Context: an optimization exercise on an open-source flow, tuned for small area. The choices shown serve that exercise and are no tape-out recipe. Only simulation tests tie the RTL to the original design; equivalence was not proved. Power figures rest on the tool's default switching activity, not on a simulated workload.

==> flow/design.v <==
module input_debounce(CLK, RESET, Btn, Btn_pulse);
input CLK;
input RESET;
input Btn;
output Btn_pulse;
localparam [10:0] FIRST = 11'd117;      
reg s;
reg P;
reg busy;                     
reg [10:0] C;
assign Btn_pulse = P;
wire last = (C[9] == 1'b0) && (C[7:0] == 8'b0011_0000);
wire go   = (Btn ^ s) & ~P;            
wire done = go & busy & last;         
always @(posedge CLK, posedge RESET)
begin
	if (RESET) begin
		s <= 1'b0;
		P <= 1'b0;
		busy <= 1'b0;
	end
	else begin
		if (done) s <= ~s;
		P <= done & ~s;
		busy <= go & ~done;
	end
end
always @(posedge CLK)
	C <= busy ? {C[9:0], ~(C[10] ^ C[8])} : FIRST;
endmodule
module hvsync_generator(clk, reset, vga_h_sync, vga_v_sync, xb, xu, xr5, yb, yu, yr5);
input clk;
input reset;
output vga_h_sync, vga_v_sync;
output reg [3:0] xb;
output reg [3:0] xu;
output wire xr5;
output reg [3:0] yb;
output reg [3:0] yu;
output wire yr5;
reg [2:0] xr, yr;
reg vga_HS, vga_VS;
assign xr5 = xr[2] & ~xr[1];
assign yr5 = yr[2] & ~yr[1];
wire xr1 = ~xr[2] & xr[0] & ~xr[1];
wire yr1 = ~yr[2] & yr[0] & ~yr[1];
wire x_blk_end = xr5 && (xu == 4'd8);                
wire x_wrap    = x_blk_end && (xb == 4'd15);
wire x_800     = xr5 && (xu == 4'd7) && (xb == 4'd13);  
reg [3:0] xu_next;
always @(*) begin
	case (xu)
		4'd15: xu_next = 4'd0;
		4'd0:  xu_next = 4'd1;
		4'd1:  xu_next = 4'd2;
		4'd2:  xu_next = 4'd3;
		4'd3:  xu_next = 4'd7;
		4'd7:  xu_next = 4'd6;
		4'd6:  xu_next = 4'd5;
		4'd5:  xu_next = 4'd4;
		4'd4:  xu_next = 4'd8;
		default: xu_next = 4'd15;
	endcase
end
wire y_521     = yr1 && (yu == 4'd5) && (yb == 4'd9);
wire y_blk_end = yr5 && (yu == 4'd8);
wire y_wrap    = yr1 && (yu == 4'd3) && (yb == 4'd10);
always @(posedge clk)
begin
	if (reset) begin
		xb <= 4'd13; xu <= 4'd6; xr <= 3'b001;      
	end
	else begin
		xr <= {xr[1:0], (~xr[2] | ~xr[1]) & ~x_wrap};
		if (xr5) xu <= xu_next;
		if (x_blk_end) xb <= xb + 4'd1;
	end
end
always @(posedge clk)
begin
	if (reset) begin
		yb <= 4'd9; yu <= 4'd5; yr <= 3'b011;       
	end
	else if (y_521 || x_800) begin
		if (y_wrap) begin
			yb <= 4'd0; yu <= 4'd15; yr <= 3'b000;
		end
		else begin
			yr <= {yr[1:0], ~yr[2] | ~yr[1]};
			if (yr5) yu <= (yu == 4'd8) ? 4'd15 : yu + 4'd1;
			if (y_blk_end) yb <= yb + 4'd1;
		end
	end
end
always @(posedge clk)
begin
	vga_HS <= ((xb == 4'd10) && (xu == 4'd5 || xu == 4'd4 || xu == 4'd8)) || (xb == 4'd11)
	       || ((xb == 4'd12) && (xu == 4'd15 || xu <= 4'd3 || xu == 4'd7 || (xu == 4'd6 && xr1)));
	vga_VS <= ((yb == 4'd8) && (yu == 4'd8) && yr5) || ((yb == 4'd9) && (yu == 4'd15) && yr1);
end
assign vga_h_sync = ~vga_HS;
assign vga_v_sync = ~vga_VS;
endmodule
module display_interface(
	CLK, RESET,
	HSYNC, VSYNC, R, G, B,
	PIECE, CUR_SQ, NEXT_SQ, COL_END,
	CURSOR_ADDR, SELECT_ADDR, SELECT_EN
	);
input wire CLK, RESET;
output wire HSYNC, VSYNC;
output wire [2:0] R;
output wire [2:0] G;
output wire [1:0] B;
input wire [3:0] PIECE;
output wire [5:0] CUR_SQ;
output wire [5:0] NEXT_SQ;
output wire COL_END;
input wire [5:0] CURSOR_ADDR;
input wire [5:0] SELECT_ADDR;
input wire SELECT_EN;
wire [3:0] xb, yb, xu, yu;
wire xr5, yr5;
hvsync_generator syncgen(.clk(CLK), .reset(RESET),
	.vga_h_sync(HSYNC), .vga_v_sync(VSYNC),
	.xb(xb), .xu(xu), .xr5(xr5), .yb(yb), .yu(yu), .yr5(yr5));
wire [2:0] row = yb[2:0];
wire [2:0] col = xb[2:0];
assign CUR_SQ  = {row, col};
assign NEXT_SQ = {row, (xb[3] || col == 3'd7) ? 3'd0 : col + 3'd1};
assign COL_END = (xu == 4'd8) && xr5;       
reg art_bit;
always @(*) begin
	case ({PIECE[2:0], yu[2:0], xu[2:0]})
		9'o143, 9'o147, 9'o152, 9'o153, 9'o156, 9'o157, 9'o161, 9'o162,
		9'o163, 9'o165, 9'o166, 9'o167, 9'o171, 9'o172, 9'o173, 9'o175,
		9'o176, 9'o177:
			art_bit = 1'b1;
		9'o203, 9'o207, 9'o211, 9'o212, 9'o213, 9'o216, 9'o217, 9'o220,
		9'o221, 9'o222, 9'o223, 9'o225, 9'o226, 9'o227, 9'o230, 9'o231,
		9'o232, 9'o234, 9'o235, 9'o236, 9'o237, 9'o244, 9'o245, 9'o246,
		9'o253, 9'o254, 9'o255, 9'o256, 9'o257, 9'o262, 9'o263, 9'o264,
		9'o265, 9'o266, 9'o267, 9'o271, 9'o272, 9'o273, 9'o275, 9'o276,
		9'o277:
			art_bit = 1'b1;
		9'o313, 9'o317, 9'o322, 9'o323, 9'o326, 9'o327, 9'o332, 9'o333,
		9'o336, 9'o337, 9'o343, 9'o347, 9'o353, 9'o357, 9'o362, 9'o363,
		9'o366, 9'o367, 9'o370, 9'o371, 9'o372, 9'o374, 9'o375, 9'o376:
			art_bit = 1'b1;
		9'o411, 9'o413, 9'o415, 9'o417, 9'o421, 9'o422, 9'o423, 9'o425,
		9'o426, 9'o427, 9'o432, 9'o433, 9'o436, 9'o437, 9'o443, 9'o447,
		9'o453, 9'o457, 9'o462, 9'o463, 9'o466, 9'o467, 9'o471, 9'o472,
		9'o473, 9'o475, 9'o476, 9'o477:
			art_bit = 1'b1;
		9'o511, 9'o513, 9'o514, 9'o516, 9'o521, 9'o523, 9'o524, 9'o526,
		9'o531, 9'o533, 9'o534, 9'o536, 9'o541, 9'o543, 9'o544, 9'o546,
		9'o551, 9'o552, 9'o553, 9'o554, 9'o555, 9'o556, 9'o557, 9'o561,
		9'o562, 9'o563, 9'o564, 9'o565, 9'o566, 9'o567, 9'o571, 9'o572,
		9'o573, 9'o574, 9'o575, 9'o576, 9'o577:
			art_bit = 1'b1;
		9'o603, 9'o607, 9'o611, 9'o612, 9'o613, 9'o615, 9'o616, 9'o617,
		9'o623, 9'o627, 9'o633, 9'o637, 9'o642, 9'o643, 9'o646, 9'o647,
		9'o651, 9'o652, 9'o653, 9'o655, 9'o656, 9'o657, 9'o661, 9'o662,
		9'o663, 9'o665, 9'o666, 9'o667, 9'o672, 9'o673, 9'o676, 9'o677:
			art_bit = 1'b1;
		default: art_bit = 1'b0;
	endcase
end
wire in_board = ~xb[3] && ~yb[3] && !(col == 3'd7 && COL_END) && !(row == 3'd7 && yu == 4'd8 && yr5);
wire border = (xu == 4'd15) || (xu == 4'd8) || (xu == 4'd4 && xr5)
           || (yu == 4'd15) || (yu == 4'd8) || (yu == 4'd7 && yr5);
wire dark = row[0] ^ col[0];
localparam C_OUT = 3'd7, C_DARK = 3'd3, C_LIGHT = 3'd5, C_BLACK = 3'd0, C_WHITE = 3'd1, C_CURSOR = 3'd2, C_SEL = 3'd4;
reg [2:0] code;
reg [2:0] code_next;
always @(*) begin
	if (RESET || !in_board) code_next = C_OUT;
	else if (border) begin
		if (CURSOR_ADDR == CUR_SQ) code_next = C_CURSOR;
		else if (SELECT_EN && SELECT_ADDR == CUR_SQ) code_next = C_SEL;
		else code_next = dark ? C_DARK : C_LIGHT;
	end
	else if (art_bit) code_next = PIECE[3] ? C_BLACK : C_WHITE;
	else code_next = dark ? C_DARK : C_LIGHT;
end
always @(posedge CLK) code <= code_next;
reg [7:0] color;
always @(*) begin
	case (code)
		C_DARK:   color = 8'b101_000_00;
		C_LIGHT:  color = 8'b111_110_10;
		C_BLACK:  color = 8'b001_001_01;
		C_WHITE:  color = 8'b111_111_11;
		C_CURSOR: color = 8'b000_000_11;
		C_SEL:    color = 8'b111_000_00;
		default:  color = 8'b000_000_00;
	endcase
end
assign R = color[7:5];
assign G = color[4:2];
assign B = color[1:0];
endmodule
module game_logic(
	CLK, RESET,
	BtnL, BtnU, BtnR, BtnD, BtnC,
	cursor_contents, cursor_stale, ahead_empty,
	cursor_addr, selected_addr, sel_piece, sel_empty, dest_addr,
	state, player_to_move, move_is_legal
	);
input wire CLK, RESET;
input wire BtnL, BtnU, BtnR, BtnD, BtnC;
input wire [3:0] cursor_contents;
input wire cursor_stale;  
input wire ahead_empty;   
output reg [5:0] cursor_addr;
output reg [5:0] selected_addr;
output reg [3:0] sel_piece;
output reg [5:0] dest_addr;
output reg [2:0] state;
output wire move_is_legal;
localparam PIECE_NONE   = 3'b000;
localparam PIECE_PAWN   = 3'b001;
localparam PIECE_KNIGHT = 3'b010;
localparam PIECE_BISHOP = 3'b011;
localparam PIECE_ROOK   = 3'b100;
localparam PIECE_QUEEN  = 3'b101;
localparam PIECE_KING   = 3'b110;
localparam COLOR_WHITE  = 0;
localparam COLOR_BLACK  = 1;
localparam INITIAL = 3'b000,
	PIECE_SEL = 3'b001, PIECE_MOVE = 3'b010,
	WRITE_NEW_PIECE = 3'b011, ERASE_OLD_PIECE = 3'b100;
output reg player_to_move;
output reg sel_empty;
wire [2:0] sel_type = sel_empty ? PIECE_NONE : sel_piece[2:0];
wire cur_own = (cursor_contents[3] == player_to_move) && (cursor_contents[2:0] != PIECE_NONE);
always @(posedge CLK, posedge RESET) begin
	if (RESET) begin
		state <= INITIAL;
		player_to_move <= COLOR_WHITE;
		cursor_addr <= 6'b110_100;
	end
	else begin
		case (state)
			INITIAL: state <= PIECE_SEL;
			PIECE_SEL:
				if (BtnC && cur_own) state <= PIECE_MOVE;
			PIECE_MOVE:
				if (BtnC) begin
					if (!cur_own && legal) state <= WRITE_NEW_PIECE;
					else if (!cur_own) state <= PIECE_SEL;
				end
			WRITE_NEW_PIECE: state <= ERASE_OLD_PIECE;
			ERASE_OLD_PIECE: begin
				state <= PIECE_SEL;
				player_to_move <= ~player_to_move;
			end
			default: ;
		endcase
		if      (BtnL && cursor_addr[2:0] != 3'b000) cursor_addr[2:0] <= cursor_addr[2:0] - 3'd1;
		else if (BtnR && cursor_addr[2:0] != 3'b111) cursor_addr[2:0] <= cursor_addr[2:0] + 3'd1;
		else if (BtnU && cursor_addr[5:3] != 3'b000) cursor_addr[5:3] <= cursor_addr[5:3] - 3'd1;
		else if (BtnD && cursor_addr[5:3] != 3'b111) cursor_addr[5:3] <= cursor_addr[5:3] + 3'd1;
	end
end
always @(posedge CLK) begin
	if (state == INITIAL) begin
		selected_addr <= 6'd0;
		sel_piece <= {1'b1, PIECE_ROOK};
		sel_empty <= 1'b0;
	end
	else begin
		if ((state == PIECE_SEL || state == PIECE_MOVE) && BtnC && cur_own) begin
			selected_addr <= cursor_addr;
			sel_piece <= cursor_contents;
			sel_empty <= 1'b0;
		end
		if (state == ERASE_OLD_PIECE) sel_empty <= 1'b1;
	end
	if (state == PIECE_MOVE) dest_addr <= cursor_addr;
end
wire [2:0] cr = cursor_addr[5:3], cc = cursor_addr[2:0];
wire [2:0] sr = selected_addr[5:3], sc = selected_addr[2:0];
wire [3:0] dh = {1'b0, cc} - {1'b0, sc};
wire [3:0] dv = {1'b0, cr} - {1'b0, sr};
wire [2:0] h_delta = (dh[2:0] ^ {3{dh[3]}}) + {2'b0, dh[3]};
wire [2:0] v_delta = (dv[2:0] ^ {3{dv[3]}}) + {2'b0, dv[3]};
wire dest_empty = (cursor_contents[2:0] == PIECE_NONE);
reg legal;
always @(*) begin
	case (sel_type)
		PIECE_PAWN:
			if (cursor_stale)
				legal = 1'b0;
			else if (player_to_move == COLOR_WHITE)
				legal = (cr < sr) && (
					  (v_delta == 3'd2 && h_delta == 3'd0 && sr == 3'b110 && dest_empty && ahead_empty)
					|| (v_delta == 3'd1 && h_delta == 3'd0 && dest_empty)
					|| (v_delta == 3'd1 && h_delta == 3'd1 && cursor_contents[3] == COLOR_BLACK && !dest_empty));
			else
				legal = (cr > sr) && (
					  (v_delta == 3'd2 && h_delta == 3'd0 && sr == 3'b001 && dest_empty && ahead_empty)
					|| (v_delta == 3'd1 && h_delta == 3'd0 && dest_empty)
					|| (v_delta == 3'd1 && h_delta == 3'd1 && cursor_contents[3] == COLOR_WHITE && !dest_empty));
		PIECE_ROOK:   legal = (h_delta == 3'd0 || v_delta == 3'd0);
		PIECE_QUEEN:  legal = (h_delta == 3'd0 || v_delta == 3'd0 || h_delta == v_delta);
		PIECE_KING:   legal = (h_delta <= 3'd1) && (v_delta <= 3'd1);
		PIECE_BISHOP: legal = (h_delta == v_delta);
		PIECE_KNIGHT: legal = (h_delta == 3'd2 && v_delta == 3'd1) || (v_delta == 3'd2 && h_delta == 3'd1);
		default:      legal = 1'b0;
	endcase
end
assign move_is_legal = legal && (state != INITIAL);
endmodule
`timescale 1ns / 1ps
module chess_top( MemOE, MemWR, RamCS, FlashCS, QuadSpiFlashCS,
		ClkPort,
		BtnL, BtnU, BtnD, BtnR, BtnC,
		Sw0,
		vga_hsync, vga_vsync,
		vga_r0, vga_r1, vga_r2,
		vga_g0, vga_g1, vga_g2,
		vga_b0, vga_b1,
		Ld0, Ld1, Ld2, Ld3, Ld4
	);
input		Sw0;
input		BtnL, BtnU, BtnD, BtnR, BtnC;
input		ClkPort;
output wire	MemOE, MemWR, RamCS, FlashCS, QuadSpiFlashCS;
assign MemOE = 1'b0;
assign MemWR = 1'b0;
assign RamCS = 1'b0;
assign FlashCS = 1'b0;
assign QuadSpiFlashCS = 1'b0;
output wire vga_hsync, vga_vsync;
output wire vga_r0, vga_r1, vga_r2;
output wire vga_g0, vga_g1, vga_g2;
output wire vga_b0, vga_b1;
output wire Ld0, Ld1, Ld2, Ld3, Ld4;
wire Reset = Sw0;
wire[2:0] vga_r;
wire[2:0] vga_g;
wire[1:0] vga_b;
assign vga_r0 = vga_r[2]; assign vga_r1 = vga_r[1]; assign vga_r2 = vga_r[0];
assign vga_g0 = vga_g[2]; assign vga_g1 = vga_g[1]; assign vga_g2 = vga_b[0];
assign vga_b0 = vga_b[1]; assign vga_b1 = vga_b[0];
wire BtnC_pulse, BtnU_pulse, BtnR_pulse, BtnL_pulse, BtnD_pulse;
input_debounce L_debounce(.CLK(ClkPort), .RESET(Reset), .Btn(BtnL), .Btn_pulse(BtnL_pulse));
input_debounce R_debounce(.CLK(ClkPort), .RESET(Reset), .Btn(BtnR), .Btn_pulse(BtnR_pulse));
input_debounce U_debounce(.CLK(ClkPort), .RESET(Reset), .Btn(BtnU), .Btn_pulse(BtnU_pulse));
input_debounce D_debounce(.CLK(ClkPort), .RESET(Reset), .Btn(BtnD), .Btn_pulse(BtnD_pulse));
input_debounce C_debounce(.CLK(ClkPort), .RESET(Reset), .Btn(BtnC), .Btn_pulse(BtnC_pulse));
function [3:0] init_piece;
	input [5:0] sq;
	reg [2:0] back;
	begin
		case (sq[2:0])
			3'd0, 3'd7: back = 3'd4;
			3'd1, 3'd6: back = 3'd2;
			3'd2, 3'd5: back = 3'd3;
			3'd3:       back = 3'd5;
			default:    back = 3'd6;
		endcase
		case (sq[5:3])
			3'd0: init_piece = {1'b1, back};
			3'd1: init_piece = 4'b1001;
			3'd6: init_piece = 4'b0001;
			3'd7: init_piece = {1'b0, back};
			default: init_piece = 4'b0000;
		endcase
	end
endfunction
wire [5:0] cursor_addr, selected_addr, dest_addr;
wire [3:0] sel_piece;
wire sel_empty;
wire [2:0] logic_state;
wire [3:0] cursor_contents;
reg ahead_empty;
wire player_is_black;
wire st_erase = (logic_state == 3'd4);
wire dest_written = st_erase | sel_empty;
wire [5:0] ahead_sq = {(player_is_black ? 3'd2 : 3'd5), selected_addr[2:0]};
wire ahead_is_dest = (dest_addr[5] != player_is_black) && (dest_addr[3] != player_is_black)
                  && (dest_addr[0] == selected_addr[0]);
game_logic logic_module(
	.CLK(ClkPort), .RESET(Reset),
	.BtnL(BtnL_pulse), .BtnU(BtnU_pulse), .BtnR(BtnR_pulse), .BtnD(BtnD_pulse), .BtnC(BtnC_pulse),
	.cursor_contents(cursor_contents), .cursor_stale(st_erase && cursor_addr[3] == dest_addr[3] && cursor_addr[0] == dest_addr[0]),
	.ahead_empty(ahead_empty && !(st_erase && ahead_is_dest)),
	.cursor_addr(cursor_addr), .selected_addr(selected_addr),
	.sel_piece(sel_piece), .sel_empty(sel_empty), .dest_addr(dest_addr),
	.state(logic_state), .player_to_move(player_is_black), .move_is_legal(Ld4));
assign { Ld3, Ld2, Ld1, Ld0 } = { 1'b0, logic_state };
wire st_initial = (logic_state == 3'd0);
wire st_write   = (logic_state == 3'd3);
reg [255:0] ring;            
reg [5:0] phase;             
reg init_pending;
wire [3:0] slot0  = ring[3:0];
wire [3:0] slot32 = ring[131:128];
wire absorb_dest = dest_written && (phase == dest_addr);
wire absorb_src  = sel_empty && (phase == selected_addr);
wire phase_last = (phase[4:0] == 5'd16);
reg [3:0] head_in;           
always @(*) begin
	if (init_pending) head_in = init_piece(phase);
	else if (absorb_dest) head_in = sel_piece;
	else if (absorb_src) head_in = 4'b0000;
	else head_in = slot0;
end
always @(posedge ClkPort) begin
	ring <= {head_in, ring[255:4]};
	phase <= st_initial ? 6'd0 : {phase[5] ^ phase_last,
	                              phase[3:0], phase[4] ^ phase[2] ^ (phase[3:0] == 4'd0)};
	init_pending <= st_initial | (init_pending & ~st_write);
end
function [1:0] mod3;
	input [2:0] v;
	case (v)
		3'd0, 3'd3, 3'd6: mod3 = 2'd0;
		3'd1, 3'd4, 3'd7: mod3 = 2'd1;
		default:          mod3 = 2'd2;
	endcase
endfunction
reg [3:0] box [0:8];
function near1;
	input [2:0] a, b;
	case ({a, b})
		6'o00, 6'o01, 6'o10, 6'o11, 6'o12, 6'o21, 6'o22, 6'o23, 6'o32, 6'o33, 6'o34,
		6'o43, 6'o44, 6'o45, 6'o54, 6'o55, 6'o56, 6'o65, 6'o66, 6'o67, 6'o76, 6'o77: near1 = 1'b1;
		default: near1 = 1'b0;
	endcase
endfunction
wire head_near = near1(phase[5:3], cursor_addr[5:3]) && near1(phase[2:0], cursor_addr[2:0]);
always @(posedge ClkPort)
	if (head_near) box[mod3(phase[5:3]) * 3 + mod3(phase[2:0])] <= head_in;
assign cursor_contents = box[mod3(cursor_addr[5:3]) * 3 + mod3(cursor_addr[2:0])];
always @(posedge ClkPort)
	if (phase == ahead_sq) ahead_empty <= (head_in[2:0] == 3'b000);
wire [5:0] cur_sq, next_sq;
wire col_end;
reg [3:0] dcur, dnext;
wire next_any  = (next_sq[4:0] == phase[4:0]);      
wire next_head = next_any && (next_sq[5] == phase[5]);
always @(posedge ClkPort) begin
	if (next_any) dnext <= next_head ? head_in : slot32;
	if (col_end) dcur <= next_head ? head_in : dnext;
end
reg [3:0] disp_piece;
always @(*) begin
	if (dest_written && cur_sq == dest_addr) disp_piece = sel_piece;
	else if (sel_empty && cur_sq == selected_addr) disp_piece = 4'b0000;
	else disp_piece = dcur;
end
display_interface display_interface(
	.CLK(ClkPort), .RESET(Reset),
	.HSYNC(vga_hsync), .VSYNC(vga_vsync),
	.R(vga_r), .G(vga_g), .B(vga_b),
	.PIECE(disp_piece), .CUR_SQ(cur_sq), .NEXT_SQ(next_sq), .COL_END(col_end),
	.CURSOR_ADDR(cursor_addr), .SELECT_ADDR(selected_addr),
	.SELECT_EN(logic_state == 3'd2));
endmodule
==> flow/flow/run.sh <==
#!/bin/bash
# Standard layout, with the port buffers made from the smallest buffer cell.
bash standard.sh BUFFER_PORTS_ARGS="-buffer_cell sky130_fd_sc_hd__buf_1" finish > standard.log 2>&1
==> flow/standard.sh <==
#!/bin/bash
# synth_recipe.tcl (not shown) runs the flow's synth.tcl, then flattens the netlist and writes it again
# the make line also repeats each setting of config.mk as NAME=value (left out here)
make -C /OpenROAD-flow-scripts/flow DESIGN_CONFIG=/design/flow/config.mk WORK_HOME=/design/flow/orfs CLKGATE_MAP_FILE= SYNTH_SCRIPT=/design/flow/synth_recipe.tcl "${@:-finish}"
==> flow/config.mk <==
export PLATFORM = sky130hd
export DESIGN_NAME = chess_top
export DESIGN_NICKNAME = chess_top
export VERILOG_FILES = /design/flow/design.v
export SDC_FILE = /design/flow/constraint.sdc
export NUM_CORES = 8
export LEC_CHECK = 0
export CAP_MARGIN = 20
export CORE_MARGIN = 2
export CORE_UTILIZATION = 65
export CTS_BUF_LIST = sky130_fd_sc_hd__clkbuf_16
export CTS_CLUSTER_DIAMETER = 90
export CTS_CLUSTER_SIZE = 26
export PLACE_DENSITY = 0.8
export SLEW_MARGIN = 20
==> flow/constraint.sdc <==
create_clock -name core_clock -period 10.0 [get_ports {ClkPort}]
set_input_delay 2.0000 -clock core_clock [delete_from_list [all_inputs] [get_ports {ClkPort}]]
set_output_delay 2.0000 -clock core_clock [all_outputs]
set_load 0.01 [all_outputs]
==> run notes, run 1 <==
status=finished clean; clock latency on the worst-skew pair=0.53 ns; Die ar.=0.0233 mm2; Yosys cell types=73; PD cells=223 mW/mm2; critical path data required time=8.00 ns; internal reg-to-reg setup slack=4.88 ns; Final min period=7.70 ns; reg2reg start=logic_module.cursor_addr[1]; critical path class=reg -> out; CTS tree=built; Ports=27; Post-Syn Area per Cell=12.1 um2; Via Count=8067; actual slew at the worst max-slew pin=0.834 ns; Die Width=153 um; post-synth top area share=0.496; Post-CTS Resized=0; Hold WC Path Type=reg -> reg; final worst-path cycle share=0.770; FFs w/ async S/R, synth=0.0579; setup TNS=0 ns; share of cells above drive strength 1=0.0503; gp weighted congestion=0.843; max_slew headroom=0.444; cell taking the most area after synthesis=dfxtp_1; Wirelength per Cell=16.5 um; first-pass GRT wire length=39400 um; DR iter-0 viols=520; Rows=54; Hold Crit Depth=0; pin count of the biggest net entering global routing=29; number of global-route vias before repair=7653; GRT Total Usage=0.207; Lkg Pwr=6.16 nW; Hold Crit Start=ring[49]; final setup fails=0; Post-Syn Area=0.0144 mm2; DR pass1 iterations=5; post-place setup slack=2.98 ns; clock root buffer master=clkbuf_16; synthesized instance count=1187; sequential share of the synthesized area=0.647; Post-synth EDFFs=51; initial antenna violation count=0; Vias/cell=5.47; final hold vios=0; clk slew on worst S/H paths=0.11 ns; clock sink count=432; nets@finish=1241; CP Capture Type=output pin; Top FF cell, synth=dfxtp_1; CP Max Fanout=11; Worst Hold Slack=0.318 ns; CTS Hold Bufs=0; maximum clock insertion buffer count=3; final setup margin=2.30 ns; Core ar.=0.0218 mm2; FMAX=0.130 GHz; global route total overflow=0; R2R cell count=15; Post-DP HPWL=16100 um; flops & latches, synth=432; RSZ-0062 raised after global routing=no; Worst R2R End=logic_module.state[1]; critical path arrival=5.70 ns; DRT Wirelength=24400 um; ANT cells=0; synth warn=5; Slew Limit Fails=0; H-tree depth=1; Initial Util=0.660; number of port buffers=20; final antenna-violating net count=0; crit path launch type=register; worst vdd ir=220 uV; Layout area overhead=5.77%; DIE HEIGHT=153 um; total CTS buffers=20; clk_skew=0.0257 ns; Layout fillers=1520; # DRC=0; Post-CTS Setup Repair Bufs=0; top cells by area, synth=dfxtp_1 50%, edfxtp_1 11%, ha_1 4.1%; hold worst-path end=ring[45]; max-cap violations=0
==> cell usage in the layout (no fill, tap or decap), types with 21 or more instances in the layout <==
cell type / Yosys / final
a21oi_1: 37 / 36
and2_1: 33 / 33
clkbuf_16: 0 / 21
dfrtp_1: 22 / 22
dfxtp_1: 356 / 356
edfxtp_1: 51 / 51
ha_1: 47 / 47
inv_1: 43 / 55
mux2i_1: 36 / 36
nand2_1: 63 / 63
nand2b_1: 41 / 41
nand3_1: 22 / 22
nor2_1: 67 / 67
nor3_1: 22 / 21
o21ai_0: 37 / 37
xnor2_1: 38 / 38
xor2_1: 38 / 38
==> state kept, by name (all words and copies together) (netlist names), 3 cells and up <==
register,count
C_debounce.C,11
dnext,4
logic_module.selected_addr,6
display_interface.syncgen.yu,4
ring,256
display_interface.syncgen.yr,3
U_debounce.C,11
display_interface.syncgen.xr,3
logic_module.dest_addr,6
display_interface.syncgen.yb,4
phase,6
dcur,4
D_debounce.C,11
L_debounce.C,11
display_interface.syncgen.xu,4
R_debounce.C,11
box,36
logic_module.sel_piece,4
logic_module.cursor_addr,6
display_interface.code,3
display_interface.syncgen.xb,4
logic_module.state,3
==> cells in the mapped netlist (6+ instances only) <==
| cell type | number |
|---|---|
| dfxtp_1 | 356 |
| nor2_1 | 67 |
| nand2_1 | 63 |
| edfxtp_1 | 51 |
| ha_1 | 47 |
| clkbuf_1 | 44 |
| inv_1 | 43 |
| nand2b_1 | 41 |
| xnor2_1 | 38 |
| xor2_1 | 38 |
| a21oi_1 | 37 |
| o21ai_0 | 37 |
| mux2i_1 | 36 |
| and2_1 | 33 |
| dfrtp_1 | 22 |
| nand3_1 | 22 |
| nor3_1 | 22 |
| nor4_1 | 15 |
| nor2b_1 | 14 |
| mux2_2 | 13 |
| buf_4 | 10 |
| nand4_1 | 9 |
| a21o_1 | 8 |
| a211oi_1 | 6 |
| a31oi_1 | 6 |
| or3_1 | 6 |
==> report_power, final <==
group          switching, mW  internal (mW)  total [mW]
Sequential             0.108           1.94        2.05
Combinational          0.277          0.181       0.458
Clock                  0.497          0.385       0.882
Total                  0.883           2.50        3.39
==> cells by family (layout without fill, tap and decap cells) <==
| kind of cell | Yosys count | after routing | share of synthesized area |
|---|---|---|---|
| AND/OR/NAND/NOR | 328 | 328 | 0.123 |
| AO/OA/AOI/OAI | 143 | 143 | 0.0636 |
| adder cells (fa/ha/maj) | 52 | 52 | 0.0479 |
| buffers and inverters | 101 | 103 | 0.0296 |
| flip-flops | 432 | 432 | 0.647 |
| multiplexers | 54 | 54 | 0.0426 |
| XOR/XNOR | 76 | 76 | 0.0463 |
| other | 1 | 6 | 0.000261 |
==> per-stage QoR <==
step,util,power [mW],cells,area [um2]
6_report,0.698,3.39,1474,15200
5_1_grt,0.698,3.53,1474,15200
4_1_cts,0.698,3.41,1474,15200
3_5_place_dp,0.671,2.52,1440,14600
3_3_place_gp,0.671,2.49,1440,14600
2_1_floorplan,-,2.38,1192,14400
==> layout make-up <==
class                      instances  area [um2]  area share
inverter                          43         161      0.0106
tap                              280         350      0.0231
multi-input combinational        659        4690       0.309
clock inverter                    13        53.8     0.00354
timing repair buffer              26         120     0.00791
sequential                       432        9290       0.611
clock buffer                      21         526      0.0346
==> layer usage <==
| metal | share of wire | GRT usage | up-vias | routed length (um) |
|---|---|---|---|---|
| li1 | - | - | 3993 | - |
| met5 | 0 | 0 | - | 0 |
| met2 | 0.46 | 0.329 | 183 | 11100 |
| met1 | 0.48 | 0.300 | 3847 | 11600 |
| met4 | 0.027 | 0.0683 | 0 | 666 |
| met3 | 0.041 | 0.0233 | 44 | 997 |
==> worst max path at each step <==
stage                                      startpoint  slack [ns]   to
after detailed placement  logic_module.cursor_addr[1]        2.98  Ld4
after global placement    logic_module.cursor_addr[1]        3.10  Ld4
after CTS                 logic_module.cursor_addr[1]        2.38  Ld4
after floorplan           logic_module.cursor_addr[4]        3.76  Ld4
final                     logic_module.cursor_addr[1]        2.30  Ld4
after global routing      logic_module.cursor_addr[1]        2.07  Ld4
==> worst max-delay path, stage by stage (launching register included) <==
cell and delay (ns):
dfrtp_1 0.56, ha_1 0.31, ha_1 0.21, a21o_1 0.17, a2111oi_0 0.59, ha_1 0.34
ha_1 0.19, inv_1 0.06, fa_1 0.52, mux4_2 0.38, mux2i_1 0.09, nor3_1 0.58
nor2_1 0.19, a2111oi_0 0.59, nor2_1 0.11, nor2_1 0.12, buf_1 0.15
==> inputs of run 2 (changes only) <==
--- a/flow/config.mk
+++ b/flow/config.mk
@@ -9,3 +9,3 @@
 export CORE_MARGIN = 2
-export CORE_UTILIZATION = 65
+export CORE_UTILIZATION = 60
 export CTS_BUF_LIST = sky130_fd_sc_hd__clkbuf_16
==> run 2 against run 1 <==
Net effect:
- critical path depth did not move
- sequential power barely moved
- register-to-register slack worse by 0.09 ns
- first-iteration DRC count grew 19%
- setup slack gained 0.094 ns
- combinational power shrank 5.5%
- flip-flop and latch count unchanged
- largest cell class unchanged
- highest routed layer unchanged
==> run notes, run 2 <==
Vias/cell=5.39 (-1.6%); critical path arrival=5.61 ns (-0.09 ns); critical path data required time=8.00 ns (about the same); status=finished clean; register with the most flip-flops=ring; gp weighted congestion=0.881 (+4.5%); overall power=3.36 mW (-0.85%); dpl cells=1478 (+2.6%); crit path launch type=register; FFs w/ async S/R, synth=0.0579 (unchanged); Top FF cell, synth=dfxtp_1; CP Max Fanout=11 (unchanged); Layout fillers=1735 (+14%); ANT cells=0 (unchanged); Wirelength per Cell=16.2 um (-2.3%); Core ar.=0.0235 mm2 (+7.9%); synth warn=5 (unchanged); Post-Syn Area=0.0144 mm2 (unchanged); Hold WC Path Type=reg -> reg; Die ar.=0.0252 mm2 (+8.1%); CTS tree=built; total CTS buffers=20 (unchanged); Post-CTS Resized=0 (unchanged); worst vdd ir=230 uV (+4.9%); Ports=27 (unchanged); CP Capture Type=output pin; CTS Hold Bufs=0 (unchanged); pin count of the biggest net entering global routing=35 (+21%); Lkg Pwr=6.12 nW (-0.57%); Initial Util=0.612 (-0.0483); final hold vios=0 (unchanged); critical path class=reg -> out; max_slew headroom=0.410 (-0.0336); Worst Hold Slack=0.328 ns (+0.00980 ns); final setup fails=0 (unchanged); flops & latches, synth=432 (unchanged); number of flip-flops in the largest register=256 (unchanged); clock sink count=432 (unchanged); nets@finish=1240 (-0.081%); global route total overflow=0 (unchanged); Post-Syn Area per Cell=12.1 um2 (unchanged); Slew Limit Fails=0 (unchanged); most common cell in the netlist=dfxtp_1; top cells by count, synth=356 x dfxtp_1, 67 x nor2_1, 63 x nand2_1; Via Count=8124 (+0.71%); Post-CTS Setup Repair Bufs=0 (unchanged); final worst-path cycle share=0.761 (-0.00943); cell taking the most area after synthesis=dfxtp_1; final antenna-violating net count=0 (unchanged); R2R cell count=15 (unchanged); post-synth top area share=0.496 (unchanged); initial antenna violation count=0 (unchanged); clock root buffer master=clkbuf_16; clk slew on worst S/H paths=0.11 ns (about the same); non-filler cells, final=1508 (+2.3%); # DRC=0 (unchanged); synthesized instance count=1187 (unchanged); setup TNS=0 ns (unchanged); number of port buffers=20 (unchanged); commonest non-fill, non-tap cell in the layout=dfxtp_1; Yosys cell types=73 (unchanged); DR iter-0 viols=619 (+19%); sequential share of the synthesized area=0.647 (unchanged); DRT Wirelength=24400 um (about the same); top cells by area, synth=dfxtp_1 50%, edfxtp_1 11%, ha_1 4.1%; FMAX=0.131 GHz (+1.2%); Die Width=159 um (+4.0%); maximum clock insertion buffer count=3 (unchanged); max-cap violations=0 (unchanged); number of global-route vias before repair=7890 (+3.1%); share of cells above drive strength 1=0.0505 (+0.000211); DIE HEIGHT=159 um (+4.0%); RSZ-0062 raised after global routing=no; clk_skew=0.0158 ns (-0.00989 ns); Post-DP HPWL=16200 um (+0.76%); first-pass GRT wire length=40200 um (+2.0%); PD cells=221 mW/mm2 (-1.0%); commonest non-fill, non-tap cells in the layout=356 x dfxtp_1, 67 x nor2_1, 63 x nand2_1, 51 x edfxtp_1, 49 x inv_1; Post-synth EDFFs=51 (unchanged); actual slew at the worst max-slew pin=0.876 ns (+0.0423 ns); Hold Crit Depth=0 (unchanged); GRT Total Usage=0.194 (-0.0134); H-tree depth=1 (unchanged); Layout area overhead=5.95%; Rows=56 (+3.7%); clock latency on the worst-skew pair=0.54 ns (about the same); DR pass1 iterations=5 (unchanged); Final min period=7.61 ns (-0.0943 ns)
[run 2: cell counts after synthesis]
No cell type changed its count.
[run 2: report_power, final]
part / leakage [nW] / total (mW) / switching (mW) / internal [mW]
clock network: 0.298 / 0.878 / 0.507 / 0.372
registers: 3.73 / 2.05 / 0.108 / 1.94
logic: 2.10 / 0.433 / 0.257 / 0.176
total: 6.12 / 3.36 / 0.872 / 2.49
[run 2: through the flow]
step                      worst slack [ns]  instance area [um2]   util
after floorplan                       3.76                14400      -
after global routing                  1.97                15200  0.648
after detailed placement              3.02                14600  0.624
after global placement                3.19                14600  0.623
after CTS                             2.36                15200  0.648
final                                 2.39                15200  0.648
[run 2: path summary, 6_finish.rpt]
kind	start	end	slack, ns
hold / removal	ring[82]	ring[78]	0.33
hold reg to reg	ring[82]	ring[78]	0.33
setup reg to reg	logic_module.cursor_addr[1]	logic_module.selected_addr[5]	4.79
min in group asynchronous	Sw0	U_debounce.P	1.89
max in group asynchronous	Sw0	logic_module.cursor_addr[5]	7.75
setup / recovery	logic_module.cursor_addr[1]	Ld4	2.39
[run 2: layout make-up]
class                           count  area [um2]  share of cell area
Clock buffer                       20         500              0.0329
Multi-Input combinational cell    659        4690               0.308
Sequential cell                   432        9290               0.610
Timing Repair Buffer               25         113             0.00740
Clock inverter                     10        68.8             0.00452
Tap cell                          319         399              0.0262
Inverter                           43         161              0.0106
[run 2: cells by family (layout without fill, tap and decap cells)]
logic type,after synthesis,after routing,share of synthesized area
AOI/OAI and AO/OA,143,143,0.0636
buffers and inverters,101,98,0.0296
muxes,54,54,0.0426
DFF,432,432,0.647
xor gates and xnor gates,76,76,0.0463
and+or+nand+nor,328,328,0.123
other,1,6,0.000261
adders and majority gates,52,52,0.0479
[run 2: layer usage]
layer / track usage / part of all wire / up-vias
met1: 0.270 / 0.46 / 3877
li1: - / - / 3985
met3: 0.0293 / 0.049 / 52
met5: 0 / 0 / -
met2: 0.310 / 0.45 / 210
met4: 0.0688 / 0.037 / 0
[run 2: worst max-delay path, stage by stage, from the launching register on]
cell and delay (ns):
dfrtp_1 0.55, ha_1 0.30, ha_1 0.20, a21o_1 0.17
a2111oi_0 0.63, ha_1 0.35, ha_1 0.19, inv_1 0.07
fa_1 0.52, mux4_2 0.38, mux2i_1 0.09, nor3_1 0.47
nor2_1 0.17, a2111oi_0 0.55, nor2_1 0.11, nor2_1 0.14
buf_1 0.16
==> inputs of run 3 (changes only) <==
--- a/flow/config.mk
+++ b/flow/config.mk
@@ -11,4 +11,4 @@
 export CTS_BUF_LIST = sky130_fd_sc_hd__clkbuf_16
-export CTS_CLUSTER_DIAMETER = 90
-export CTS_CLUSTER_SIZE = 26
+export CTS_CLUSTER_DIAMETER = 95
+export CTS_CLUSTER_SIZE = 27
 export PLACE_DENSITY = 0.8
==> run 3 against run 2 <==
Net effect:
- power grew 0.49%
- via count grew 0.11%
- flip-flop and latch count is the same
- still clean on timing, DRC and antenna
- critical path depth is the same
- largest power group unchanged
- worst hold slack lost 0.016 ns
- synthesized area is the same
- clock power grew 2%
==> run notes, run 3 <==
Post-DP HPWL=16200 um (unchanged); internal reg-to-reg setup slack=4.82 ns (+0.03 ns); RSZ-0062 raised after global routing=no; clk slew on worst S/H paths=0.10 ns (about the same); Die Width=159 um (unchanged); critical path arrival=5.59 ns (-0.02 ns); # DRC=0 (unchanged); clock root buffer master=clkbuf_16; cell taking the most area after synthesis=dfxtp_1; Yosys cell types=73 (unchanged); commonest non-fill, non-tap cells in the layout=356 x dfxtp_1, 67 x nor2_1, 63 x nand2_1, 52 x inv_1, 51 x edfxtp_1; DR iter-0 viols=552 (-11%); critical path data required time=8.00 ns (about the same); FMAX=0.132 GHz (+0.19%); hold worst-path end=ring[64]; Wirelength per Cell=16.0 um (-0.96%); synthesized instance count=1187 (unchanged); max_slew headroom=0.431 (+0.0208); final antenna-violating net count=0 (unchanged); PD cells=221 mW/mm2 (+0.35%); Post-CTS Resized=0 (unchanged); CP Max Fanout=11 (unchanged); final worst-path cycle share=0.759 (-0.00147); clk_skew=0.0244 ns (+0.00854 ns); H-tree depth=1 (unchanged); Die ar.=0.0252 mm2 (unchanged); Rows=56 (unchanged); clock latency on the worst-skew pair=0.53 ns (about the same); Layout area overhead=6.10%; clock sink count=432 (unchanged); FFs w/ async S/R, synth=0.0579 (unchanged); maximum clock insertion buffer count=3 (unchanged); Top FF cell, synth=dfxtp_1; met3 wire len=1230 um (+2.2%); Ports=27 (unchanged); CTS tree=built; worst vdd ir=169 uV (-27%); total CTS buffers=20 (unchanged); global route total overflow=0 (unchanged); Final min period=7.59 ns (-0.0147 ns); pin count of the biggest net entering global routing=35 (unchanged); top cells by area, synth=dfxtp_1 50%, edfxtp_1 11%, ha_1 4.1%; sequential share of the synthesized area=0.647 (unchanged); nets@finish=1240 (unchanged); R2R cell count=15 (unchanged); reg2reg start=logic_module.cursor_addr[1]; number of flip-flops in the largest register=256 (unchanged); Vias/cell=5.38 (about the same); Lkg Pwr=6.15 nW (+0.44%); number of global-route vias before repair=7937 (+0.60%); Via Count=8133 (+0.11%); register with the most flip-flops=ring; flops & latches, synth=432 (unchanged); CP Capture Type=output pin; Slew Limit Fails=0 (unchanged); DR pass1 iterations=5 (unchanged); Initial Util=0.612 (unchanged); max-cap violations=0 (unchanged); number of port buffers=20 (unchanged); final hold vios=0 (unchanged); setup TNS=0 ns (unchanged); share of cells above drive strength 1=0.0503 (-0.000127); Post-Syn Area=0.0144 mm2 (unchanged); top cells by count, synth=356 x dfxtp_1, 67 x nor2_1, 63 x nand2_1; final setup fails=0 (unchanged); Post-Syn Area per Cell=12.1 um2 (unchanged); crit path launch type=register; actual slew at the worst max-slew pin=0.845 ns (-0.0309 ns); Worst R2R End=logic_module.selected_addr[1]; Hold Crit Start=ring[68]; first-pass GRT wire length=40000 um (-0.50%); GRT Total Usage=0.192 (-0.00178); overall power=3.37 mW (+0.49%); uppermost layer routed=met4; Post-synth EDFFs=51 (unchanged); Post-CTS Setup Repair Bufs=0 (unchanged); ANT cells=0 (unchanged); post-synth top area share=0.496 (unchanged); initial antenna violation count=0 (unchanged); Hold WC Path Type=reg -> reg; DIE HEIGHT=159 um (unchanged); Core ar.=0.0235 mm2 (unchanged); most common cell in the netlist=dfxtp_1; M1 wire length=11200 um (-0.94%); CTS Hold Bufs=0 (unchanged); critical path class=reg -> out; gp weighted congestion=0.881 (unchanged); commonest non-fill, non-tap cell in the layout=dfxtp_1; status=finished clean; DRT Wirelength=24200 um (-0.76%); Hold Crit Depth=0 (unchanged); synth warn=5 (unchanged); met2 routed WL=10900 um (-0.54%)
run 3: cell count changes in the layout (fill, tap and decap cells not counted):
cell,before,now
inv_4,0,1
clkbuf_16,20,21
inv_16,0,1
clkinvlp_4,1,0
clkinv_16,1,0
inv_1,49,52
inv_2,1,0
run 3: through the flow:
stage | cell area (um2) | utilization | setup slack [ns] | hold WS, ns | std cells
4_1_cts | 15200 | 0.649 | 2.42 | 0.312 | 1511
3_5_place_dp | 14600 | 0.624 | 3.02 | 0.312 | 1478
6_report | 15200 | 0.649 | 2.41 | 0.312 | 1511
5_1_grt | 15200 | 0.649 | 2.07 | 0.320 | 1511
2_1_floorplan | 14400 | - | 3.76 | 0.310 | 1192
3_3_place_gp | 14600 | 0.623 | 3.19 | 0.310 | 1478
run 3: worst max-delay path by stage:
stage                           startpoint  endpoint  slack [ns]  depth (start not counted)
2_1_floorplan  logic_module.cursor_addr[4]       Ld4        3.76                         16
3_3_place_gp   logic_module.cursor_addr[1]       Ld4        3.19                         16
3_5_place_dp   logic_module.cursor_addr[1]       Ld4        3.02                         16
4_1_cts        logic_module.cursor_addr[1]       Ld4        2.42                         16
5_1_grt        logic_module.cursor_addr[1]       Ld4        2.07                         16
6_report       logic_module.cursor_addr[1]       Ld4        2.41                         16
run 3: routing by layer:
layer / GRT usage / up-vias
li1: - / 3996
met2: 0.308 / 223
met4: 0.0746 / 0
met5: 0 / -
met3: 0.0253 / 48
met1: 0.267 / 3866
run 3: kinds of logic (layout without fill, tap and decap cells):
| kind of cell | Yosys count | in the layout | share of synthesized area |
|---|---|---|---|
| xor gates and xnor gates | 76 | 76 | 0.0463 |
| AOI/OAI and AO/OA | 143 | 143 | 0.0636 |
| other | 1 | 6 | 0.000261 |
| muxes | 54 | 54 | 0.0426 |
| adders and majority gates | 52 | 52 | 0.0479 |
| buffers and inverters | 101 | 101 | 0.0296 |
| DFF | 432 | 432 | 0.647 |
| and+or+nand+nor | 328 | 328 | 0.123 |
run 3: area by class of cell:
class | count | area (um2)
Timing Repair Buffer | 25 | 113
Clock inverter | 12 | 65.1
Multi-Input combinational cell | 659 | 4690
Clock buffer | 21 | 526
Fill cell | 1743 | 8230
Inverter | 43 | 161
Tap cell | 319 | 399
Sequential cell | 432 | 9290
run 3: where the power goes:
group          switching [mW]  internal, mW  total [mW]
clock                   0.504         0.389       0.893
sequential              0.109          1.94        2.05
combinational           0.257         0.176       0.434
total                   0.870          2.50        3.37
run 3: critical path: stages, from the launching register on:
cell and delay [ns]:
dfrtp_1 0.55, ha_1 0.30, ha_1 0.20, a21o_1 0.17, a2111oi_0 0.66, ha_1 0.36
ha_1 0.19, inv_1 0.07, fa_1 0.52, mux4_2 0.38, mux2i_1 0.09, nor3_1 0.44
nor2_1 0.18, a2111oi_0 0.55, nor2_1 0.11, nor2_1 0.14, buf_1 0.16
==> inputs of run 4 (changes only) <==
--- a/flow/config.mk
+++ b/flow/config.mk
@@ -11,4 +11,4 @@
 export CTS_BUF_LIST = sky130_fd_sc_hd__clkbuf_16
-export CTS_CLUSTER_DIAMETER = 95
-export CTS_CLUSTER_SIZE = 27
+export CTS_CLUSTER_DIAMETER = 85
+export CTS_CLUSTER_SIZE = 25
 export PLACE_DENSITY = 0.8
==> run 4 against run 3 <==
Net effect:
- still clean
- largest cell class unchanged
- synthesized area did not move
- flip-flop and latch count did not move
- highest routed layer unchanged
- final cell count barely moved
==> run notes, run 4 <==
status=finished clean; initial antenna violation count=0 (unchanged); Lkg Pwr=6.15 nW (about the same); sequential share of power=0.603 (-0.004); sw frac=0.259 (+0.000645); DR iter-0 viols=667 (+21%); Top delay family on crit path=adder cells; commonest non-fill, non-tap cell in the layout=dfxtp_1; Wirelength per Cell=16.0 um (+0.23%); Pint=2.52 mW (+0.59%); Post-CTS Resized=0 (unchanged); setup TNS=0 ns (unchanged); Top FF cell, synth=dfxtp_1; Comb pwr share=0.129 (about the same); max_slew headroom=0.418 (-0.0129); clk_skew=0.0203 ns (-0.00409 ns); Vias/cell=5.35 (-0.59%); final antenna-violating net count=0 (unchanged); actual slew at the worst max-slew pin=0.865 ns (+0.0192 ns); Core ar.=0.0235 mm2 (unchanged); Die Width=159 um (unchanged); DRT Wirelength=24300 um (+0.29%); top cells by area, synth=dfxtp_1 50%, edfxtp_1 11%, ha_1 4.1%; Via Count=8090 (-0.53%); clock latency on the worst-skew pair=0.53 ns (about the same); most common cell in the netlist=dfxtp_1; # DRC=0 (unchanged); critical path arrival=5.59 ns (about the same); nets@finish=1241 (+0.081%); final setup margin=2.41 ns (+0.000890 ns); post-synth top area share=0.496 (unchanged); top cells by count, synth=356 x dfxtp_1, 67 x nor2_1, 63 x nand2_1; clock root buffer master=clkbuf_16; cell taking the most area after synthesis=dfxtp_1; final setup fails=0 (unchanged); H-tree depth=1 (unchanged); ANT cells=0 (unchanged); critical path class=reg -> out; hold worst-path end=ring[24]; internal reg-to-reg setup slack=4.81 ns (about the same); Final min period=7.59 ns (-0.000890 ns); Post-DP HPWL=16200 um (unchanged); first-pass GRT wire length=40100 um (+0.10%); Hold WC Path Type=reg -> reg; Post-CTS Setup Repair Bufs=0 (unchanged); final worst-path cycle share=0.759 (about the same); global route total overflow=0 (unchanged); CTS tree=built; Die ar.=0.0252 mm2 (unchanged); Worst path slowest cell=a2111oi_0; FMAX=0.132 GHz (about the same); Hold Crit Depth=0 (unchanged); Rows=56 (unchanged); reg2reg start=logic_module.cursor_addr[1]; final hold vios=0 (unchanged); Clock power frac=0.268 (+0.003); Layout fillers=1721 (-1.3%); FFs w/ async S/R, synth=0.0579 (unchanged); maximum clock insertion buffer count=3 (unchanged); RSZ-0062 raised after global routing=no; Post-Syn Area=0.0144 mm2 (unchanged); Post-Syn Area per Cell=12.1 um2 (unchanged); Post-synth EDFFs=51 (unchanged); synthesized instance count=1187 (unchanged); R2R cell count=15 (unchanged); Worst Hold Slack=0.320 ns (+0.00851 ns); clock sink count=432 (unchanged); CP bufs+invs=2 (unchanged); worst vdd ir=207 uV (+23%); worst path cell trace=ha_1 -> ha_1 -> a21o_1 -> a2111oi_0 -> ha_1 -> ha_1 -> inv_1 -> fa_1 -> mux4_2 -> mux2i_1 -> nor3_1 -> nor2_1 -> a2111oi_0 -> nor2_1 -> nor2_1 -> buf_1; GRT Total Usage=0.193 (+0.00103); Layout area overhead=6.24%; number of port buffers=20 (unchanged); Slew Limit Fails=0 (unchanged); Initial Util=0.612 (unchanged); Yosys cell types=73 (unchanged); register with the most flip-flops=ring; CP max stage delay=0.64 ns (-0.02 ns); CTS Hold Bufs=0 (unchanged); Ports=27 (unchanged); crit path launch type=register; DR pass1 iterations=5 (unchanged); critical path data required time=8.00 ns (about the same); DIE HEIGHT=159 um (unchanged); max-cap violations=0 (unchanged); gp weighted congestion=0.881 (unchanged); pin count of the biggest net entering global routing=35 (unchanged); clk slew on worst S/H paths=0.10 ns (about the same); total CTS buffers=21 (+5.0%); flops & latches, synth=432 (unchanged); post-place setup slack=3.02 ns (unchanged); Worst R2R End=logic_module.selected_addr[5]; commonest non-fill, non-tap cells in the layout=356 x dfxtp_1, 67 x nor2_1, 63 x nand2_1, 51 x inv_1, 51 x edfxtp_1; Hold Crit Start=ring[28]; number of global-route vias before repair=7867 (-0.88%); PD cells=223 mW/mm2 (+0.54%); Net Switching=0.878 mW (+0.93%); CP Max Fanout=11 (unchanged); number of flip-flops in the largest register=256 (unchanged); overall power=3.40 mW (+0.68%); CP Capture Type=output pin; Crit path top cell by count=ha_1; share of cells above drive strength 1=0.0520 (+0.00163); sequential share of the synthesized area=0.647 (unchanged); synth warn=5 (unchanged)
## run 4: worst max path at each step
stage / slack [ns] / to / startpoint / cells after the start
after floorplan: 3.76 / Ld4 / logic_module.cursor_addr[4] / 16
after CTS: 2.41 / Ld4 / logic_module.cursor_addr[1] / 16
after global routing: 2.01 / Ld4 / logic_module.cursor_addr[1] / 16
after detailed placement: 3.02 / Ld4 / logic_module.cursor_addr[1] / 16
after global placement: 3.19 / Ld4 / logic_module.cursor_addr[1] / 16
final: 2.41 / Ld4 / logic_module.cursor_addr[1] / 16
## run 4: logic make-up after synthesis
family / count (synthesis) / share of synthesized area
flops: 432 / 0.647
buf+inv: 101 / 0.0296
simple gates: 328 / 0.123
other cells: 1 / 0.000261
xor+xnor: 76 / 0.0463
mux: 54 / 0.0426
compound gates: 143 / 0.0636
fa+ha+maj: 52 / 0.0479
## run 4: layout make-up
class	instances	area, um2	area share
multi-input combinational	659	4690	0.307
clock inverter	12	60.1	0.00394
clock buffer	22	551	0.0361
inverter	43	161	0.0106
tap	319	399	0.0262
sequential	432	9290	0.609
timing repair buffer	25	113	0.00738
## run 4: per-stage QoR
stage	cells	cell area (um2)	util
5_1_grt	1512	15300	0.650
4_1_cts	1512	15300	0.650
3_3_place_gp	1478	14600	0.623
2_1_floorplan	1192	14400	-
3_5_place_dp	1478	14600	0.624
6_report	1512	15300	0.650
## run 4: per-layer routing
layer | vias to the layer above | global-route usage | wire length, um
li1 | 3988 | - | -
met1 | 3835 | 0.270 | 11100
met2 | 217 | 0.309 | 10900
met3 | 50 | 0.0269 | 1260
met4 | 0 | 0.0696 | 927
met5 | - | 0 | 0
## run 4: power by group through the flow
stage,clock [mW],sequential [mW],combinational (mW)
floorplan,0,2.01,0.368
global placement,0,2.08,0.411
detailed placement,0,2.08,0.426
CTS,0.935,2.05,0.435
global route,0.992,2.07,0.492
finish,0.911,2.05,0.438
## run 4: worst reg2reg max path, stage by stage (launching register included)
cell and delay (ns):
dfrtp_1 0.55, ha_1 0.30, ha_1 0.20, a21o_1 0.17
a2111oi_0 0.64, ha_1 0.26, ha_1 0.14, inv_1 0.05
fa_1 0.64, mux4_2 0.54, mux2i_1 0.20, nor3_1 0.14
nor4_2 0.66, buf_4 0.33, mux2i_1 0.22, nor2_1 0.06
==> inputs of run 5 (changes only) <==
==> flow/run.sh (new file) <==
#!/bin/bash
# synth_recipe.tcl (not shown) runs the flow's synth.tcl, then flattens the netlist and writes it again
# the make line also repeats each setting of config.mk as NAME=value (left out here)
make -C /OpenROAD-flow-scripts/flow DESIGN_CONFIG=/design/flow/config.mk WORK_HOME=/design/flow/orfs CLKGATE_MAP_FILE= SYNTH_SCRIPT=/design/flow/synth_recipe.tcl finish
--- a/flow/config.mk
+++ b/flow/config.mk
@@ -11,4 +11,4 @@
 export CTS_BUF_LIST = sky130_fd_sc_hd__clkbuf_16
-export CTS_CLUSTER_DIAMETER = 85
-export CTS_CLUSTER_SIZE = 25
+export CTS_CLUSTER_DIAMETER = 90
+export CTS_CLUSTER_SIZE = 26
 export PLACE_DENSITY = 0.8
removed: flow/flow/run.sh
removed: flow/standard.sh
==> run 5 against run 4 <==
Net effect:
- count of clock-buffer cells in the layout decreased by 1
- sequential power is essentially flat
- critical path depth did not move
- final cell count about the same
- highest routed layer unchanged
==> run notes, run 5 <==
status=finished clean; Final min period=7.94 ns (+0.350 ns); share of cells above drive strength 1=0.0519 (about the same); Via Count=8104 (+0.17%); number of port buffers=20 (unchanged); Lkg Pwr=6.21 nW (+0.98%); commonest non-fill, non-tap cells in the layout=356 x dfxtp_1, 67 x nor2_1, 63 x nand2_1, 52 x inv_1, 51 x edfxtp_1; Layout fillers=1678 (-2.5%); clk slew on worst S/H paths=0.11 ns (about the same); cell taking the most area after synthesis=dfxtp_1; clock sink count=432 (unchanged); ANT cells=0 (unchanged); final setup fails=0 (unchanged); final setup margin=2.06 ns (-0.350 ns); nets@finish=1241 (unchanged); dpl cells=1478 (unchanged); Slew Limit Fails=0 (unchanged); register with the most flip-flops=ring; number of flip-flops in the largest register=256 (unchanged); Yosys cell types=73 (unchanged); FMAX=0.126 GHz (-4.4%); GRT Total Usage=0.192 (-0.000886); CP Capture Type=output pin; initial antenna violation count=0 (unchanged); Die ar.=0.0252 mm2 (unchanged); actual slew at the worst max-slew pin=0.981 ns (+0.117 ns); critical path data required time=8.00 ns (about the same); Vias/cell=5.36 (+0.11%); FFs w/ async S/R, synth=0.0579 (unchanged); Post-CTS Setup Repair Bufs=0 (unchanged); sequential share of the synthesized area=0.647 (unchanged); Core ar.=0.0235 mm2 (unchanged); clock latency on the worst-skew pair=0.54 ns (about the same); CP Max Fanout=11 (unchanged); gp weighted congestion=0.889 (+0.87%); total CTS buffers=21 (unchanged); crit path launch type=register; Layout area overhead=7.12%; Rows=56 (unchanged); Die Width=159 um (unchanged); critical path class=reg -> out; RSZ-0062 raised after global routing=no; clk_skew=0.0259 ns (+0.00566 ns); DRT Wirelength=24100 um (-0.84%); worst vdd ir=172 uV (-17%); Wirelength per Cell=15.9 um (-0.91%); commonest non-fill, non-tap cell in the layout=dfxtp_1; Post-DP HPWL=16000 um (-1.8%); final worst-path cycle share=0.794 (+0.0350); clock root buffer master=clkbuf_16; Ports=27 (unchanged); Post-CTS Resized=0 (unchanged); Hold WC Path Type=reg -> reg; flops & latches, synth=432 (unchanged); H-tree depth=1 (unchanged); most common cell in the netlist=dfxtp_1; synthesized instance count=1187 (unchanged); non-filler cells, final=1513 (+0.066%); Initial Util=0.612 (unchanged); synth warn=5 (unchanged); pin count of the biggest net entering global routing=30 (-14%); critical path arrival=5.94 ns (+0.35 ns); Post-Syn Area per Cell=12.1 um2 (unchanged); final hold vios=0 (unchanged); max_slew headroom=0.340 (-0.0784); maximum clock insertion buffer count=3 (unchanged); global route total overflow=0 (unchanged); CTS Hold Bufs=0 (unchanged); post-layout util=0.656 (+0.00544); DR iter-0 viols=553 (-17%); post-synth top area share=0.496 (unchanged); max-cap violations=0 (unchanged); # DRC=0 (unchanged); first-pass GRT wire length=39800 um (-0.60%); Post-Syn Area=0.0144 mm2 (unchanged); top cells by count, synth=356 x dfxtp_1, 67 x nor2_1, 63 x nand2_1; top cells by area, synth=dfxtp_1 50%, edfxtp_1 11%, ha_1 4.1%; CTS tree=built; Post-synth EDFFs=51 (unchanged); setup TNS=0 ns (unchanged); PD cells=221 mW/mm2 (-0.66%); final antenna-violating net count=0 (unchanged); Top FF cell, synth=dfxtp_1; DR pass1 iterations=6 (+1); number of global-route vias before repair=7955 (+1.1%); DIE HEIGHT=159 um (unchanged); post-place setup slack=2.62 ns (-0.400 ns)
## run 5: where the power goes
group	internal (mW)	switching, mW
logic	0.179	0.262
clock network	0.395	0.517
registers	1.94	0.111
total	2.51	0.890
## run 5: logic make-up (layout without fill, tap and decap cells)
logic type / Yosys count / after routing / synth area share
adders and majority gates: 52 / 52 / 0.0479
xor gates and xnor gates: 76 / 76 / 0.0463
and+or+nand+nor: 328 / 328 / 0.123
muxes: 54 / 54 / 0.0426
other: 1 / 6 / 0.000261
DFF: 432 / 432 / 0.647
buffers and inverters: 101 / 103 / 0.0296
AOI/OAI and AO/OA: 143 / 143 / 0.0636
## run 5: routing by layer
metal  up-vias  share of wire  global-route usage
li1       4006              -                   -
met2       200           0.46               0.307
met5         -              0                   0
met1      3839           0.47               0.268
met3        59          0.044              0.0251
met4         0          0.034              0.0751
## run 5: metrics by stage
stage / power (mW) / hold slack (ns) / cell area (um2)
floorplan: 2.38 / 0.310 / 14400
detailed placement: 2.51 / 0.312 / 14800
finish: 3.40 / 0.320 / 15400
global placement: 2.49 / 0.310 / 14800
CTS: 3.42 / 0.323 / 15400
global route: 3.56 / 0.320 / 15400
## run 5: final timing paths
path / from / to / slack, ns / cells past startpoint
max: logic_module.cursor_addr[1] / Ld4 / 2.06 / 16
min: ring[163] / ring[159] / 0.32 / 0
max reg2reg: logic_module.cursor_addr[1] / logic_module.selected_addr[4] / 4.89 / 15
min reg2reg: ring[163] / ring[159] / 0.32 / 0
max in group asynchronous: Sw0 / logic_module.cursor_addr[5] / 7.15 / 3
min in group asynchronous: Sw0 / logic_module.cursor_addr[1] / 2.50 / 3
## run 5: area by class of cell
cell class                 instances  area, um2  area share
sequential                       432       9290       0.604
multi-input combinational        659       4690       0.305
inverter                          43        161      0.0105
clock buffer                      21        526      0.0341
timing repair buffer              25        238      0.0154
tap                              319        399      0.0259
clock inverter                    14       87.6     0.00569
## run 5: critical path, cell delays in order, from the launching register on
cell and delay [ns]:
dfrtp_1 0.55, ha_1 0.30, ha_1 0.19, a21o_1 0.16, a2111oi_0 0.61, ha_1 0.35
ha_1 0.19, inv_1 0.06, fa_1 0.52, mux4_2 0.38, mux2i_1 0.08, nor3_1 0.44
nor2_1 0.17, a2111oi_0 0.59, nor2_1 0.10, nor2_1 0.14, clkdlybuf4s50_1 0.54

[port drivers added, routing unchanged]
In the flow no input, the clock included, has a driving cell. The finished layouts below were timed again as built, in two steps. Step 1 assumes that a clkbuf_16 drives the clock port and a buf_2 every other input. Step 2, shift: input delay + t, output delay - t, t = (earliest + latest rising clock arrival at the registers) / 2. This alone moves slack from input paths to output paths. Three values: ideal, step 1, step 2; two values: the first two.
run | shift t [ns] | setup WS [ns] | worst data-port slew with drivers (ns)
run 1 | 0.562 | 2.298 / 2.251 / 2.813 | 0.03
run 2 | 0.581 | 2.392 / 2.347 / 2.928 | 0.04
run 3 | 0.561 | 2.407 / 2.363 / 2.924 | 0.04
run 4 | 0.568 | 2.408 / 2.363 / 2.931 | 0.04
run 5 | 0.569 | 2.058 / 2.012 / 2.581 | 0.03
After both steps setup and hold are still met in every run listed.
